This design comes from an exercise in tuning for small area and a short achievable clock period on the open sky130 flow, not from production work.
At most, simulation tests tie the RTL to the original design; equivalence was not proved.
Only the layout flow was run in run 2; the RTL was not checked for function there.

### design/flow/design.v
`timescale 1ns / 1ps
module conv2d #(
    parameter BATCH_SIZE   = 1,
    parameter IN_CHANNELS  = 2,
    parameter OUT_CHANNELS = 1,
    parameter IN_HEIGHT    = 4,
    parameter IN_WIDTH     = 4,
    parameter KERNEL_SIZE  = 2,
    parameter STRIDE       = 2,  
    parameter PADDING      = 0,  
    parameter DATA_WIDTH   = 32
)(
    input clk,
    input rst,
    input start,
    output reg done,
    input  [BATCH_SIZE*IN_CHANNELS*IN_HEIGHT*IN_WIDTH*DATA_WIDTH-1:0] input_tensor_flat,
    input  [OUT_CHANNELS*IN_CHANNELS*KERNEL_SIZE*KERNEL_SIZE*DATA_WIDTH-1:0] weights_flat,
    input  [OUT_CHANNELS*DATA_WIDTH-1:0] bias_flat,
    output reg [BATCH_SIZE*OUT_CHANNELS*((IN_HEIGHT + (2 * PADDING) - KERNEL_SIZE) / STRIDE + 1)*
                ((IN_WIDTH  + (2 * PADDING) - KERNEL_SIZE) / STRIDE + 1)*DATA_WIDTH-1:0] output_tensor_flat
);
    localparam OUT_HEIGHT = (IN_HEIGHT + (2 * PADDING) - KERNEL_SIZE) / STRIDE + 1;
    localparam OUT_WIDTH  = (IN_WIDTH  + (2 * PADDING) - KERNEL_SIZE) / STRIDE + 1;
    reg signed [DATA_WIDTH-1:0] input_tensor  [0:BATCH_SIZE*IN_CHANNELS*IN_HEIGHT*IN_WIDTH-1];
    reg signed [DATA_WIDTH-1:0] weights       [0:OUT_CHANNELS*IN_CHANNELS*KERNEL_SIZE*KERNEL_SIZE-1];
    reg signed [DATA_WIDTH-1:0] bias          [0:OUT_CHANNELS-1];
    reg signed [DATA_WIDTH-1:0] output_tensor [0:BATCH_SIZE*OUT_CHANNELS*OUT_HEIGHT*OUT_WIDTH-1];
    localparam S_IDLE = 2'b00;
    localparam S_COMPUTE = 2'b01;
    localparam S_DONE = 2'b10;
    reg [1:0] current_state, next_state;
    integer b, out_ch, in_ch, out_h, out_w, k_h, k_w;
    integer input_h, input_w;
    integer in_index, w_index, out_index;
    reg signed [DATA_WIDTH*2-1:0] acc_full_precision;  
    reg signed [DATA_WIDTH-1:0] input_val_temp;  
    always @(posedge clk or posedge rst) begin
        if (rst)
            current_state <= S_IDLE;
        else
            current_state <= next_state;
    end
    always @(*) begin
        next_state = current_state;
        case (current_state)
            S_IDLE: begin
                if (start)
                    next_state = S_COMPUTE;
            end
            S_COMPUTE: begin
                next_state = S_DONE;
            end
            S_DONE: begin
                if (!start)  
                    next_state = S_IDLE;
            end
            default: next_state = S_IDLE;
        endcase
    end
    always @(posedge clk or posedge rst) begin
        if (rst) begin
            done <= 0;
        end else if (next_state == S_DONE && current_state == S_COMPUTE) begin
            done <= 1;
        end else begin
            done <= 0;
        end
    end
    always @(*) begin
        for (integer i = 0; i < BATCH_SIZE*IN_CHANNELS*IN_HEIGHT*IN_WIDTH; i = i + 1)
            input_tensor[i] = input_tensor_flat[i*DATA_WIDTH +: DATA_WIDTH];
        for (integer i = 0; i < OUT_CHANNELS*IN_CHANNELS*KERNEL_SIZE*KERNEL_SIZE; i = i + 1)
            weights[i] = weights_flat[i*DATA_WIDTH +: DATA_WIDTH];
        for (integer i = 0; i < OUT_CHANNELS; i = i + 1)
            bias[i] = bias_flat[i*DATA_WIDTH +: DATA_WIDTH];
    end
    always @(posedge clk or posedge rst) begin
        if (rst) begin
            for (integer i = 0; i < BATCH_SIZE*OUT_CHANNELS*OUT_HEIGHT*OUT_WIDTH; i = i + 1)
                output_tensor[i] <= 0;
        end else if (current_state == S_COMPUTE) begin
            for (b = 0; b < BATCH_SIZE; b = b + 1) begin
                for (out_ch = 0; out_ch < OUT_CHANNELS; out_ch = out_ch + 1) begin
                    for (out_h = 0; out_h < OUT_HEIGHT; out_h = out_h + 1) begin
                        for (out_w = 0; out_w < OUT_WIDTH; out_w = out_w + 1) begin
                            acc_full_precision = bias[out_ch];  
                            for (in_ch = 0; in_ch < IN_CHANNELS; in_ch = in_ch + 1) begin
                                for (k_h = 0; k_h < KERNEL_SIZE; k_h = k_h + 1) begin
                                    for (k_w = 0; k_w < KERNEL_SIZE; k_w = k_w + 1) begin
                                        input_h = out_h * STRIDE + k_h - PADDING;
                                        input_w = out_w * STRIDE + k_w - PADDING;
                                        if (input_h >= 0 && input_h < IN_HEIGHT &&
                                            input_w >= 0 && input_w < IN_WIDTH) begin
                                            in_index = b*IN_CHANNELS*IN_HEIGHT*IN_WIDTH +
                                                       in_ch*IN_HEIGHT*IN_WIDTH +
                                                       input_h*IN_WIDTH + input_w;
                                            input_val_temp = input_tensor[in_index];
                                        end else begin
                                            input_val_temp = 0;  
                                        end
                                        w_index = out_ch*IN_CHANNELS*KERNEL_SIZE*KERNEL_SIZE +
                                                  in_ch*KERNEL_SIZE*KERNEL_SIZE +
                                                  k_h*KERNEL_SIZE + k_w;
                                        acc_full_precision = acc_full_precision + (input_val_temp * weights[w_index]);
                                    end
                                end
                            end
                            out_index = b*OUT_CHANNELS*OUT_HEIGHT*OUT_WIDTH +
                                        out_ch*OUT_HEIGHT*OUT_WIDTH +
                                        out_h*OUT_WIDTH + out_w;
                            output_tensor[out_index] <= acc_full_precision[DATA_WIDTH-1:0];
                        end
                    end
                end
            end
        end
    end
    always @(*) begin
        for (integer i = 0; i < BATCH_SIZE*OUT_CHANNELS*OUT_HEIGHT*OUT_WIDTH; i = i + 1)
            output_tensor_flat[i*DATA_WIDTH +: DATA_WIDTH] = output_tensor[i];
    end
endmodule
`timescale 1ns / 1ps
module conv1x1 #(
    parameter BATCH_SIZE   = 1,
    parameter IN_CHANNELS  = 1,
    parameter OUT_CHANNELS = 1,
    parameter IN_HEIGHT    = 4,
    parameter IN_WIDTH     = 4,
    parameter STRIDE       = 1,  
    parameter DATA_WIDTH   = 32
)(
    input clk,
    input rst,
    input start,
    output wire done,
    input  [BATCH_SIZE*IN_CHANNELS*IN_HEIGHT*IN_WIDTH*DATA_WIDTH-1:0] input_tensor_flat,
    input  [OUT_CHANNELS*IN_CHANNELS*1*1*DATA_WIDTH-1:0] weights_flat,  
    input  [OUT_CHANNELS*DATA_WIDTH-1:0] bias_flat,
    output [BATCH_SIZE*OUT_CHANNELS*
            ((IN_HEIGHT - 1) / STRIDE + 1) *  
            ((IN_WIDTH  - 1) / STRIDE + 1) *  
            DATA_WIDTH-1:0] output_tensor_flat
);
    conv2d #(
        .BATCH_SIZE(BATCH_SIZE),
        .IN_CHANNELS(IN_CHANNELS),
        .OUT_CHANNELS(OUT_CHANNELS),
        .IN_HEIGHT(IN_HEIGHT),
        .IN_WIDTH(IN_WIDTH),
        .KERNEL_SIZE(1),  
        .STRIDE(STRIDE),  
        .PADDING(0),      
        .DATA_WIDTH(DATA_WIDTH)
    ) conv_inst (
        .clk(clk),
        .rst(rst),
        .start(start),
        .done(done),
        .input_tensor_flat(input_tensor_flat),
        .weights_flat(weights_flat),
        .bias_flat(bias_flat),
        .output_tensor_flat(output_tensor_flat)
    );
endmodule
`timescale 1ns / 1ps
module activation_wrapper #(
    parameter DATA_WIDTH   = 8,
    parameter NUM_ELEMENTS = 16,
    parameter USE_LEAKY_RELU = 1  
)(
    input clk,
    input rst,
    input start,
    output reg done,
    input  signed [DATA_WIDTH*NUM_ELEMENTS-1:0] input_tensor_flat,
    output reg signed [DATA_WIDTH*NUM_ELEMENTS-1:0] output_tensor_flat
);
    reg signed [DATA_WIDTH-1:0] input_elements [0:NUM_ELEMENTS-1];
    reg signed [DATA_WIDTH-1:0] output_elements [0:NUM_ELEMENTS-1];
    localparam S_IDLE    = 2'b00;
    localparam S_PROCESS = 2'b01;
    localparam S_DONE    = 2'b10;
    reg [1:0] current_state, next_state;
    always @(posedge clk or posedge rst) begin
        if (rst)
            current_state <= S_IDLE;
        else
            current_state <= next_state;
    end
    always @(*) begin
        next_state = current_state;
        case (current_state)
            S_IDLE:    if (start) next_state = S_PROCESS;
            S_PROCESS: next_state = S_DONE;
            S_DONE:    if (!start) next_state = S_IDLE;
        endcase
    end
    always @(posedge clk or posedge rst) begin
        if (rst)
            done <= 0;
        else if (next_state == S_DONE && current_state == S_PROCESS)
            done <= 1;
        else
            done <= 0;
    end
    integer i;
    always @(*) begin
        for (i = 0; i < NUM_ELEMENTS; i = i + 1)
            input_elements[i] = input_tensor_flat[i*DATA_WIDTH +: DATA_WIDTH];
    end
    always @(posedge clk or posedge rst) begin
        if (rst) begin
            for (i = 0; i < NUM_ELEMENTS; i = i + 1)
                output_elements[i] <= 0;
        end else if (current_state == S_PROCESS) begin
            for (i = 0; i < NUM_ELEMENTS; i = i + 1) begin
                if (USE_LEAKY_RELU) begin
                    if (input_elements[i][DATA_WIDTH-1] == 1'b1)
                        output_elements[i] <= input_elements[i] >>> 7;
                    else
                        output_elements[i] <= input_elements[i];
                end else begin
                    if (input_elements[i][DATA_WIDTH-1] == 1'b0)
                        output_elements[i] <= input_elements[i];
                    else
                        output_elements[i] <= {DATA_WIDTH{1'b0}};
                end
            end
        end
    end
    always @(*) begin
        for (i = 0; i < NUM_ELEMENTS; i = i + 1)
            output_tensor_flat[i*DATA_WIDTH +: DATA_WIDTH] = output_elements[i];
    end
endmodule
`timescale 1ns / 1ps
module residual_block #(
    parameter DATA_WIDTH      = 8,
    parameter IN_CHANNELS     = 1,
    parameter IN_HEIGHT       = 4,
    parameter IN_WIDTH        = 4,
    parameter KERNEL_SIZE     = 2,  
    parameter STRIDE          = 1,  
    parameter OUT_CHANNELS    = 1,  
    parameter USE_LEAKY_RELU  = 1,
    parameter USE_PROJECTION_SHORTCUT = 1  
)(
    input clk,
    input rst,
    input start,
    output reg done,
    input  signed [DATA_WIDTH*IN_CHANNELS*IN_HEIGHT*IN_WIDTH-1:0] input_tensor,
    input  [OUT_CHANNELS*IN_CHANNELS*1*1*DATA_WIDTH-1:0] conv1_weights_flat,
    input  [OUT_CHANNELS*DATA_WIDTH-1:0] conv1_bias_flat,
    input  [OUT_CHANNELS*IN_CHANNELS*KERNEL_SIZE*KERNEL_SIZE*DATA_WIDTH-1:0] conv2_weights_flat,
    input  [OUT_CHANNELS*DATA_WIDTH-1:0] conv2_bias_flat,
    input  [OUT_CHANNELS*OUT_CHANNELS*1*1*DATA_WIDTH-1:0] conv3_weights_flat,
    input  [OUT_CHANNELS*DATA_WIDTH-1:0] conv3_bias_flat,
    input  [OUT_CHANNELS*IN_CHANNELS*1*1*DATA_WIDTH-1:0] conv_shortcut_weights_flat,  
    input  [OUT_CHANNELS*DATA_WIDTH-1:0] conv_shortcut_bias_flat,
    output reg signed [DATA_WIDTH*OUT_CHANNELS*( (IN_HEIGHT-KERNEL_SIZE)/STRIDE + 1 )*( (IN_WIDTH-KERNEL_SIZE)/STRIDE + 1 )-1:0] output_tensor
);
    localparam CONV2_OUT_HEIGHT = (IN_HEIGHT - KERNEL_SIZE) / STRIDE + 1;
    localparam CONV2_OUT_WIDTH  = (IN_WIDTH  - KERNEL_SIZE) / STRIDE + 1;
    localparam NUM_OUTPUT_ELEMENTS = OUT_CHANNELS * CONV2_OUT_HEIGHT * CONV2_OUT_WIDTH;
    wire signed [DATA_WIDTH*OUT_CHANNELS*IN_HEIGHT*IN_WIDTH-1:0] conv1_out;  
    wire signed [DATA_WIDTH*OUT_CHANNELS*CONV2_OUT_HEIGHT*CONV2_OUT_WIDTH-1:0] conv2_out;
    wire signed [DATA_WIDTH*OUT_CHANNELS*CONV2_OUT_HEIGHT*CONV2_OUT_WIDTH-1:0] conv3_out;
    wire signed [DATA_WIDTH*NUM_OUTPUT_ELEMENTS-1:0] activated_out;  
    wire signed [DATA_WIDTH*NUM_OUTPUT_ELEMENTS-1:0] shortcut_out;  
    wire conv1_done, conv2_done, conv3_done, act_done, conv_shortcut_done;  
    localparam RB_IDLE = 4'd0;  
    localparam RB_CONV1 = 4'd1;
    localparam RB_CONV2 = 4'd2;
    localparam RB_CONV3 = 4'd3;
    localparam RB_ACT = 4'd4;
    localparam RB_SHORTCUT = 4'd5;  
    localparam RB_ADD = 4'd6;
    localparam RB_DONE = 4'd7;
    reg [3:0] current_rb_state, next_rb_state;  
    reg conv1_start_reg, conv2_start_reg, conv3_start_reg, act_start_reg, conv_shortcut_start_reg;
    always @(posedge clk or posedge rst) begin
        if (rst)
            current_rb_state <= RB_IDLE;
        else
            current_rb_state <= next_rb_state;
    end
    always @(*) begin
        next_rb_state = current_rb_state;
        conv1_start_reg = 0;
        conv2_start_reg = 0;
        conv3_start_reg = 0;
        act_start_reg = 0;
        conv_shortcut_start_reg = 0;
        done = 0;
        case (current_rb_state)
            RB_IDLE: begin
                if (start) begin
                    conv1_start_reg = 1;
                    next_rb_state = RB_CONV1;
                end
            end
            RB_CONV1: begin
                if (conv1_done) begin
                    conv2_start_reg = 1;
                    next_rb_state = RB_CONV2;
                end else begin
                    conv1_start_reg = 1;  
                end
            end
            RB_CONV2: begin
                if (conv2_done) begin
                    conv3_start_reg = 1;
                    next_rb_state = RB_CONV3;
                end else begin
                    conv2_start_reg = 1;  
                end
            end
            RB_CONV3: begin
                if (conv3_done) begin
                    act_start_reg = 1;
                    next_rb_state = RB_ACT;
                end else begin
                    conv3_start_reg = 1;  
                end
            end
            RB_ACT: begin
                if (act_done) begin
                    if (USE_PROJECTION_SHORTCUT || (IN_CHANNELS != OUT_CHANNELS) || (STRIDE != 1) || (KERNEL_SIZE != 1) ) begin
                        conv_shortcut_start_reg = 1;
                        next_rb_state = RB_SHORTCUT;
                    end else begin
                        next_rb_state = RB_ADD;
                    end
                end else begin
                    act_start_reg = 1;  
                end
            end
            RB_SHORTCUT: begin
                if (conv_shortcut_done) begin
                    next_rb_state = RB_ADD;
                end else begin
                    conv_shortcut_start_reg = 1;  
                end
            end
            RB_ADD: begin
                next_rb_state = RB_DONE;  
            end
            RB_DONE: begin
                done = 1;
                if (!start)  
                    next_rb_state = RB_IDLE;
            end
            default: next_rb_state = RB_IDLE;
        endcase
    end
    conv1x1 #(
        .DATA_WIDTH(DATA_WIDTH),
        .IN_CHANNELS(IN_CHANNELS),
        .OUT_CHANNELS(OUT_CHANNELS),  
        .IN_HEIGHT(IN_HEIGHT),
        .IN_WIDTH(IN_WIDTH)
    ) conv1 (
        .clk(clk),
        .rst(rst),
        .start(conv1_start_reg),
        .done(conv1_done),
        .input_tensor_flat(input_tensor),
        .weights_flat(conv1_weights_flat),
        .bias_flat(conv1_bias_flat),
        .output_tensor_flat(conv1_out)
    );
    conv2d #(
        .DATA_WIDTH(DATA_WIDTH),
        .IN_CHANNELS(OUT_CHANNELS),  
        .KERNEL_SIZE(KERNEL_SIZE),
        .STRIDE(STRIDE),  
        .PADDING(0),  
        .IN_HEIGHT(IN_HEIGHT),  
        .IN_WIDTH(IN_WIDTH),
        .OUT_CHANNELS(OUT_CHANNELS)  
    ) conv2 (
        .clk(clk),
        .rst(rst),
        .start(conv2_start_reg),
        .done(conv2_done),
        .input_tensor_flat(conv1_out),
        .weights_flat(conv2_weights_flat),
        .bias_flat(conv2_bias_flat),
        .output_tensor_flat(conv2_out)
    );
    conv1x1 #(
        .DATA_WIDTH(DATA_WIDTH),
        .IN_CHANNELS(OUT_CHANNELS),  
        .OUT_CHANNELS(OUT_CHANNELS),  
        .IN_HEIGHT(CONV2_OUT_HEIGHT),
        .IN_WIDTH(CONV2_OUT_WIDTH)
    ) conv3 (
        .clk(clk),
        .rst(rst),
        .start(conv3_start_reg),
        .done(conv3_done),
        .input_tensor_flat(conv2_out),
        .weights_flat(conv3_weights_flat),
        .bias_flat(conv3_bias_flat),
        .output_tensor_flat(conv3_out)
    );
    activation_wrapper #(
        .DATA_WIDTH(DATA_WIDTH),
        .NUM_ELEMENTS(NUM_OUTPUT_ELEMENTS),  
        .USE_LEAKY_RELU(USE_LEAKY_RELU)
    ) act (
        .clk(clk),
        .rst(rst),
        .start(act_start_reg),
        .done(act_done),  
        .input_tensor_flat(conv3_out),
        .output_tensor_flat(activated_out)
    );
    generate
        if (USE_PROJECTION_SHORTCUT || (IN_CHANNELS != OUT_CHANNELS) || (STRIDE != 1) || (KERNEL_SIZE != 1) ) begin : shortcut_projection_needed
            conv1x1 #(
                .DATA_WIDTH(DATA_WIDTH),
                .IN_CHANNELS(IN_CHANNELS),
                .OUT_CHANNELS(OUT_CHANNELS),
                .IN_HEIGHT(IN_HEIGHT),
                .IN_WIDTH(IN_WIDTH),
                .STRIDE(STRIDE)  
            ) conv_shortcut_inst (
                .clk(clk),
                .rst(rst),
                .start(conv_shortcut_start_reg),
                .done(conv_shortcut_done),
                .input_tensor_flat(input_tensor),
                .weights_flat(conv_shortcut_weights_flat),
                .bias_flat(conv_shortcut_bias_flat),
                .output_tensor_flat(shortcut_out)
            );
        end else begin : identity_shortcut_path
            assign shortcut_out = input_tensor;
            assign conv_shortcut_done = 1'b1;  
        end
    endgenerate
    wire signed [DATA_WIDTH*NUM_OUTPUT_ELEMENTS-1:0] combinatorial_sum_result;
    genvar g;
    generate
        for (g = 0; g < NUM_OUTPUT_ELEMENTS; g = g + 1) begin : elem_add
            assign combinatorial_sum_result[g*DATA_WIDTH +: DATA_WIDTH] =
                activated_out[g*DATA_WIDTH +: DATA_WIDTH] + shortcut_out[g*DATA_WIDTH +: DATA_WIDTH];
        end
    endgenerate
    always @(posedge clk or posedge rst) begin
        if (rst) begin
            for (integer i = 0; i < NUM_OUTPUT_ELEMENTS; i = i + 1) begin
                output_tensor[i*DATA_WIDTH +: DATA_WIDTH] <= {DATA_WIDTH{1'b0}};
            end
        end else if (current_rb_state == RB_ADD) begin
            output_tensor <= combinatorial_sum_result;
        end else if (current_rb_state == RB_DONE && !start) begin
            for (integer i = 0; i < NUM_OUTPUT_ELEMENTS; i = i + 1) begin
                output_tensor[i*DATA_WIDTH +: DATA_WIDTH] <= {DATA_WIDTH{1'b0}};
            end
        end
    end
    initial begin
        if (USE_PROJECTION_SHORTCUT == 0 && (IN_CHANNELS != OUT_CHANNELS || KERNEL_SIZE != 1 || STRIDE != 1) ) begin
            $display("WARNING: For identity shortcut (USE_PROJECTION_SHORTCUT=0), IN_CHANNELS must match OUT_CHANNELS, KERNEL_SIZE must be 1, and STRIDE must be 1. Current settings will result in a mismatch and likely incorrect residual addition.");
        end
    end
endmodule
### design/flow/run.sh
#!/bin/bash
# synth_recipe.tcl (not shown) runs the flow's synth.tcl, then flattens the netlist and writes it again
# the make line also repeats each setting of config.mk as NAME=value (left out here)
make -C /OpenROAD-flow-scripts/flow DESIGN_CONFIG=/design/flow/config.mk WORK_HOME=/design/flow/orfs CLKGATE_MAP_FILE= SYNTH_SCRIPT=/design/flow/synth_recipe.tcl finish
### design/flow/config.mk
export PLATFORM = sky130hd
export DESIGN_NAME = residual_block
export DESIGN_NICKNAME = residual_block
export VERILOG_FILES = /design/flow/design.v
export SDC_FILE = /design/flow/constraint.sdc
export NUM_CORES = 4
export LEC_CHECK = 0
export CAP_MARGIN = 20
export CORE_MARGIN = 2
export CORE_UTILIZATION = 40
export SLEW_MARGIN = 20
### design/flow/constraint.sdc
create_clock -name core_clock -period 10.0 [get_ports {clk}]
set_input_delay 2.0000 -clock core_clock [delete_from_list [all_inputs] [get_ports {clk}]]
set_output_delay 2.0000 -clock core_clock [all_outputs]
set_load 0.01 [all_outputs]
==> results of run 1 <==
-- per-layer routing --
| metal | vias up | GRT usage | wire length, um | part of all wire |
|---|---|---|---|---|
| met2 | 2669 | 0.424 | 145000 | 0.45 |
| met5 | - | 0 | 262 | 0.00082 |
| li1 | 32900 | - | - | - |
| met3 | 636 | 0.0594 | 28100 | 0.088 |
| met4 | 42 | 0.0946 | 13200 | 0.041 |
| met1 | 36900 | 0.352 | 133000 | 0.42 |
-- layout make-up --
type	instances	share of cell area
clock buffer	73	0.0157
timing repair buffer	464	0.0405
clock inverter	43	0.00612
tap	3185	0.0379
multi-input combinational	7996	0.703
sequential	506	0.120
antenna	23	0.000547
inverter	2109	0.0753
-- synth_stat cells (19+ instances only) --
master	number
fa_1	1314
inv_1	2104
xnor3_1	26
o21bai_1	19
nor2b_1	36
nand2_1	2367
buf_1	36
xnor2_1	1025
clkbuf_1	487
and2_1	1111
nand2b_1	30
ha_1	1368
o21ai_0	212
a21oi_1	92
dfrtp_1	506
xor2_1	195
a21o_1	71
nor2_1	72
-- path summary, 6_finish.rpt --
| kind | startpoint | end | slack [ns] | depth (start not counted) |
|---|---|---|---|---|
| worst max-delay path | conv2_weights_flat[20] | conv2.output_tensor[5][7] | 1.17 | 22 |
| worst min-delay path | conv3.conv_inst.current_state[1] | conv3.conv_inst.current_state[0] | 0.44 | 1 |
| worst max register to register | conv1.conv_inst.output_tensor[5][2] | conv2.output_tensor[1][7] | 2.57 | 21 |
| worst min register to register | conv3.conv_inst.current_state[1] | conv3.conv_inst.current_state[0] | 0.44 | 1 |
| max in group asynchronous | rst | async pin | 6.70 | 4 |
| min in group asynchronous | rst | output_tensor[60] | 1.83 | 3 |
-- stage by stage --
step | setup slack (ns) | utilization | instance area, um2
floorplan | 1.13 | - | 96500
detailed placement | 0.539 | 0.428 | 103000
finish | 1.17 | 0.438 | 105000
CTS | 1.28 | 0.437 | 105000
global route | 0.975 | 0.437 | 105000
global placement | 0.686 | 0.428 | 103000
-- cells by family (layout without fill, tap and decap cells) --
logic type,after synthesis,count (layout),share of synthesized area
and+or+nand+nor,3623,3623,0.172
adders and majority gates,2682,2682,0.450
buffers and inverters,2633,2689,0.102
xor gates and xnor gates,1248,1248,0.117
DFF,506,506,0.131
AOI/OAI and AO/OA,441,441,0.0269
muxes,2,2,0.000220
other,0,23,0
==> flow_summary.toml, run 1 <==
[outcome]
outcome = "complete, no violations"

[sta]
rsz0062_at_grt = "no"
hold_violations = 0
period_share = 0.883
timing.slew.headroom = 0.138
setup_viol = 0
fin_setup_tns_ns = 0
slew_viol_final = 0
clock.fmax_mhz = 113
holdWs_ns = 0.443
post-route-min-period_ns = 8.83
fin_skew_ns = 0.0381
worstMarginPinSlew_ns = 1.29

[logic_synthesis]
yosys.area.top_type_share = 0.273
syn_area_um2 = 96500
synth_edf_count = 0
synth_area_leaders = "fa_1 27%, ha_1 18%, dfrtp_1 13%"
synthFlopType = "dfrtp_1"
synth.distinct_cells = 38
synth_warnings = 20
yosysTopAreaCell = "fa_1"
syn_inst = 11100
ys_async_sr_fraction = 1.00
syn_avg_cell_area_um2 = 8.66
synth_nets = 14000
ys_seq_area_frac = 0.131
synth-seq-cells = 506

[critical_path]
critPathArrivalTime_ns = 9.43
critical_path.cell_chain = "clkdlybuf4s50_1 -> nand2_1 -> fa_1 -> inv_1 -> fa_1 -> inv_1 -> fa_1 -> inv_1 -> fa_1 -> fa_1 -> fa_1 -> fa_1 -> inv_1 -> fa_1 -> inv_1 -> ha_1 -> a21o_1 -> a21oi_1 -> xnor2_1 -> xnor3_1 -> xnor3_1 -> o21ai_0"
startpoint_type = "input port"
crit_family = "adder cells"
crit_buf_inv = 6
slowest_stage = "clkdlybuf4s50_1"
max_stage_delay_ns = 1.03
crit_path_end_kind = "register"
critPathMaxFanout = 8
cp.required_ns = 10.61
cp_common_cell = "fa_1"
critical_path_class = "in -> reg"

[cells_and_area]
area_growth_pct = 8.99
fin_nets = 14000
multi_input_area_um2 = 74000
layout_commonest_cell = "nand2_1"
drive_gt1_frac = 0.0299
final_cell_mix = "2366 x nand2_1, 2103 x inv_1, 1368 x ha_1"
finalNonFillerCells = 14400
seqCellArea_um2 = 12700
n_fill_cell = 23500

[drt]
drcViolationCount = 0
drt-wirelength-per-cell_um = 22.2
ant_nets = 0
via_count = 73100
first_pass_iters = 6
drt-vias-per-instance = 5.08
first_iter_violations = 5592
wirelength_um = 320000

[floorplanning]
num_rows = 180
core_um2 = 240000
die_h_um = 495
ios = 292
die_area_um2 = 245000
floorplan.initialDensity = 0.401
die_w_um = 495

[hold_path]
hold_class = "reg -> reg"

[grt]
grt_usage = 0.265
grt_remaining_overflow = 0
grt_pass1_wl_um = 490000
grt_pass1_vias = 78600
grt_max_degree = 137
grt_antenna_before_repair = 48

[clock_tree]
tritoncts = "done"
clk_path_buf_depth = 3
cts_resized = 0
insertion_delay_ns = 0.71
hold_buffers = 0
post_cts.repair.setup_buffers = 0
cts_max_level = 2
cts_inserted_buffers = 61
cts_sinks = 506
root_buffer = "clkbuf_16"
clkSlewWorstSetupHoldPaths_ns = 0.08

[flow_run]
cap_viol_max_count = 0

[place]
dpl.cell_count = 14300
place_hpwl_um = 247000
port_buffers = 291
gp_congestion = 0.957
==> run 2, diff against run 1 <==
==> design/flow/design.v (replaced) <==
`timescale 1ns / 1ps
module residual_block (
    input clk,
    input rst,
    input start,
    output reg done,
    input  signed [127:0] input_tensor,
    input  [7:0]  conv1_weights_flat,
    input  [7:0]  conv1_bias_flat,
    input  [31:0] conv2_weights_flat,
    input  [7:0]  conv2_bias_flat,
    input  [7:0]  conv3_weights_flat,
    input  [7:0]  conv3_bias_flat,
    input  [7:0]  conv_shortcut_weights_flat,
    input  [7:0]  conv_shortcut_bias_flat,
    output reg signed [71:0] output_tensor
);
    wire [7:0] w1 = conv1_weights_flat,  b1 = conv1_bias_flat;
    wire [7:0] b2 = conv2_bias_flat;
    wire [7:0] w3 = conv3_weights_flat,  b3 = conv3_bias_flat;
    wire [7:0] ws = conv_shortcut_weights_flat, bs = conv_shortcut_bias_flat;
    function [7:0] xe(input integer i);
        xe = input_tensor[i*8 +: 8];
    endfunction
    function [7:0] w2e(input integer k);
        w2e = conv2_weights_flat[k*8 +: 8];
    endfunction
    reg [3:0] cnt;
    always @(posedge clk or posedge rst) begin
        if (rst) begin
            cnt  <= 4'd0;
            done <= 1'b0;
        end else if (!start) begin
            cnt  <= 4'd0;
            done <= 1'b0;
        end else begin
            if (cnt != 4'd11) cnt <= cnt + 4'd1;
            if (cnt == 4'd11) done <= 1'b1;
        end
    end
    reg [7:0] w1r, w3r, b1r, swr, wsr;    
    reg [7:0] W, t;                       
    reg [7:0] Cp;                         
    always @(posedge clk) begin
        w1r <= w1;
        w3r <= w3;
        b1r <= b1;
        wsr <= ws;
        swr <= w2e(0) + w2e(1) + w2e(2) + w2e(3);
        W   <= w1r * w3r;
        t   <= b2 + b1r * swr;
        Cp  <= b3 + w3r * t;
    end
    reg [1:0] oh, ow;
    always @(*) begin
        case (cnt)
            4'd0: begin oh = 2'd0; ow = 2'd0; end
            4'd1: begin oh = 2'd0; ow = 2'd1; end
            4'd2: begin oh = 2'd0; ow = 2'd2; end
            4'd3: begin oh = 2'd1; ow = 2'd0; end
            4'd4: begin oh = 2'd1; ow = 2'd1; end
            4'd5: begin oh = 2'd1; ow = 2'd2; end
            4'd6: begin oh = 2'd2; ow = 2'd0; end
            4'd7: begin oh = 2'd2; ow = 2'd1; end
            default: begin oh = 2'd2; ow = 2'd2; end
        endcase
    end
    reg [7:0] X [0:3];
    reg [7:0] WR [0:3];
    reg [7:0] XS;
    integer a, b;
    reg [1:0] r, c;
    always @(posedge clk) begin
        for (a = 0; a < 2; a = a + 1)
            for (b = 0; b < 2; b = b + 1) begin
                r = (oh[0] ^ a[0]) ? oh + 2'd1 : oh;
                c = (ow[0] ^ b[0]) ? ow + 2'd1 : ow;
                X[a*2+b]  <= xe(r*4 + c);
                WR[a*2+b] <= w2e((a[0] ^ oh[0])*2 + (b[0] ^ ow[0]));
            end
        XS <= xe(cnt);
    end
    reg [7:0] P01, P23, U;
    always @(posedge clk) begin
        P01 <= X[0]*WR[0] + X[1]*WR[1];
        P23 <= X[2]*WR[2] + X[3]*WR[3];
        U   <= bs + wsr * XS;
    end
    reg [7:0] T3, U3;
    always @(posedge clk) begin
        T3 <= W * (P01 + P23);
        U3 <= U;
    end
    wire [7:0] T  = T3 + Cp;
    wire [7:0] A  = T[7] ? 8'hFF : T;
    wire [7:0] O  = A + U3;
    wire [3:0] jw = cnt - 4'd3;
    integer j;
    always @(posedge clk) begin
        for (j = 0; j < 9; j = j + 1)
            if (start && !done && cnt >= 4'd3 && jw == j)
                output_tensor[j*8 +: 8] <= O;
    end
endmodule
==> flow_summary.toml, run 2 <==
[outcome]
outcome = "complete, no violations"

[cells_and_area]
top_regs = "output_tensor: 72 flops, WR: 32 flops, X: 32 flops"
drive_gt1_frac = 0.0664
n_fill_cell = 4210
area_growth_pct = 24.1
largest_register_ffs = 72
antennaDiodeCount = 0
final_cell_mix = "291 x clkdlybuf4s50_1, 262 x inv_1, 191 x ha_1"
largest_register = "output_tensor"
fin_nets = 2563
layout_commonest_cell = "clkdlybuf4s50_1"

[clock_tree]
cts_max_level = 1
cts_sinks = 253
cts_inserted_buffers = 29
root_buffer = "clkbuf_16"
post_cts.repair.setup_buffers = 0
hold_buffers = 0
tritoncts = "done"
clkSlewWorstSetupHoldPaths_ns = 0.06
clk_path_buf_depth = 3
insertion_delay_ns = 0.57
cts_resized = 0

[critical_path]
slowest_stage = "fa_1"
crit_path_end_kind = "register"
critical_path.cell_chain = "ha_1 -> inv_1 -> fa_1 -> nand2b_1 -> o2bb2ai_1 -> xnor2_1 -> nand2_1 -> fa_1 -> fa_1 -> inv_1 -> fa_1 -> inv_1 -> fa_1 -> inv_1 -> ha_1 -> a21oi_1 -> xnor2_1 -> xnor2_1 -> xnor3_1 -> xnor3_1"
worstReg2RegEnd = "T3[7]"
max_stage_delay_ns = 0.55
cp.required_ns = 10.45
startpoint_type = "register"
r2r_start = "P01[0]"
critPathArrivalTime_ns = 5.81
r2r_slack_ns = 4.63
reg2regPathDepth = 20
critical_path_class = "reg -> reg"
cp_common_cell = "fa_1"
critPathMaxFanout = 4

[sta]
period_share = 0.537
holdWs_ns = 0.326
post-route-min-period_ns = 5.37
worstMarginPinSlew_ns = 1.04
hold_violations = 0
clock.fmax_mhz = 186
timing.slew.headroom = 0.306
fin_skew_ns = 0.0131
fin_setup_tns_ns = 0
setup_viol = 0
fin_ws_ns = 4.63
slew_viol_final = 0
rsz0062_at_grt = "no"

[floorplanning]
die_w_um = 221
die_area_um2 = 48900
ios = 292
die_h_um = 221
core_um2 = 46600
floorplan.initialDensity = 0.405
num_rows = 79

[drt]
drt-vias-per-instance = 4.83
drcViolationCount = 0
wirelength_um = 46200
ant_nets = 0
first_iter_violations = 470
first_pass_iters = 5
via_count = 12700
drt-wirelength-per-cell_um = 17.6

[hold_path]
hold_class = "reg -> reg"
worstHoldPathCells = 0
hold_path_end = "U3[0]"
min-delay-start = "U[0]"

[grt]
grt_pass1_wl_um = 75100
grt_max_degree = 41
grt_antenna_before_repair = 0
grt_remaining_overflow = 0
grt_usage = 0.193
grt_pass1_vias = 14100

[logic_synthesis]
synth_edf_count = 72
synth_warnings = 3
ys_seq_area_frac = 0.308
ys_async_sr_fraction = 0.0198
synth.distinct_cells = 41
synth_area_leaders = "dfxtp_1 19%, fa_1 17%, ha_1 13%"
yosysTopAreaCell = "dfxtp_1"
synth_nets = 2268
yosys.area.top_type_share = 0.187
synth-seq-cells = 253
synth_commonest_cells = "262 x inv_1, 192 x ha_1, 176 x dfxtp_1"
synthFlopType = "dfxtp_1"
syn_inst = 1700
syn_area_um2 = 18900
yosysMostFrequentCell = "inv_1"
syn_avg_cell_area_um2 = 11.1

[place]
port_buffers = 291
gp_congestion = 0.888
pre_cts_ws_ns = 4.46
place_hpwl_um = 37900

[flow_run]
cap_viol_max_count = 0
## run 2: cell count changes after synthesis, sizes merged, moves of 501 or more
cell,previous run,this run
fa,1314,157
nand2,2367,174
xnor2,1026,150
and2,1111,164
inv,2107,266
dfrtp,506,5
ha,1368,192
## run 2: cell type report
class                      count  area, um2  share of cell area
multi-input combinational   1146      11900               0.509
sequential                   253       5810               0.248
timing repair buffer         299       2970               0.127
inverter                     266        998              0.0427
tap                          607        759              0.0325
clock buffer                  33        741              0.0317
clock inverter                21        204             0.00871
## run 2: how the worst max path moves through the flow
stage,cells past startpoint,slack (ns),endpoint,start
finish,20,4.63,T3[7],P01[0]
global placement,13,4.47,Cp[7],conv3_bias_flat[6]
global route,20,4.34,T3[7],P01[0]
CTS,20,4.61,T3[7],P01[0]
detailed placement,13,4.46,Cp[7],conv3_bias_flat[6]
floorplan,20,5.00,T3[7],P01[0]
## run 2: cells by family (layout without fill, tap and decap cells)
kind of cell,count (synthesis),after routing,share of synthesized area
simple gates,388,388,0.105
fa+ha+maj,349,349,0.294
buf+inv,301,619,0.0613
flops,253,253,0.308
xor+xnor,181,181,0.0864
mux,135,135,0.114
compound gates,93,93,0.0312
## run 2: through the flow
| step | cell area, um2 | std cells | utilization |
|---|---|---|---|
| CTS | 23400 | 2625 | 0.503 |
| finish | 23400 | 2625 | 0.503 |
| global route | 23400 | 2625 | 0.503 |
| floorplan | 18900 | 1700 | - |
| global placement | 22500 | 2571 | 0.482 |
| detailed placement | 22500 | 2571 | 0.482 |
## run 2: critical path: cells and delay by family, from the launching register on
family	cells	cell delay, ns
flops	1	0.32
simple gates	2	0.30
xor+xnor	5	1.19
compound gates	2	0.32
fa+ha+maj	7	2.92
buf+inv	4	0.21
## run 2: per-layer routing
metal / part of all wire / track usage
met2: 0.51 / 0.348
met3: 0.044 / 0.0258
met4: 0.036 / 0.0708
met1: 0.41 / 0.233
met5: 0 / 0

==> afterwards: timing with drivers on the ports <==
No port has a modelled driver above. Below, the same layouts with a new extraction and two added sets of constraints.
Step 1 (the two cells are an assumption about what drives the block):
set clk [get_ports {clk}]
set_driving_cell -lib_cell sky130_fd_sc_hd__clkbuf_16 $clk
set_driving_cell -lib_cell sky130_fd_sc_hd__buf_2 [delete_from_list [all_inputs] $clk]
Step 2, shift: input delay + t, output delay - t, t = (earliest + latest rising clock arrival at the registers) / 2. This alone moves slack from input paths to output paths.
Slacks: ideal ports / drivers / drivers and shift; pairs: ideal ports / drivers.
run	shift t [ns]	setup WS [ns]	hold slack, ns	latest minus earliest clock arrival (ns)
run 1	0.770	1.174 / 1.162 / 0.392	0.443 / 0.443 / 0.443	0.043 / 0.043
run 2	0.615	4.635 / 4.635 / 4.441	0.326 / 0.326 / 0.326	0.013 / 0.013
After both steps setup and hold are still met in every run listed. The setup slack of run 1, which loses most, moves by -0.012 ns with the drivers and by -0.782 ns with both steps.
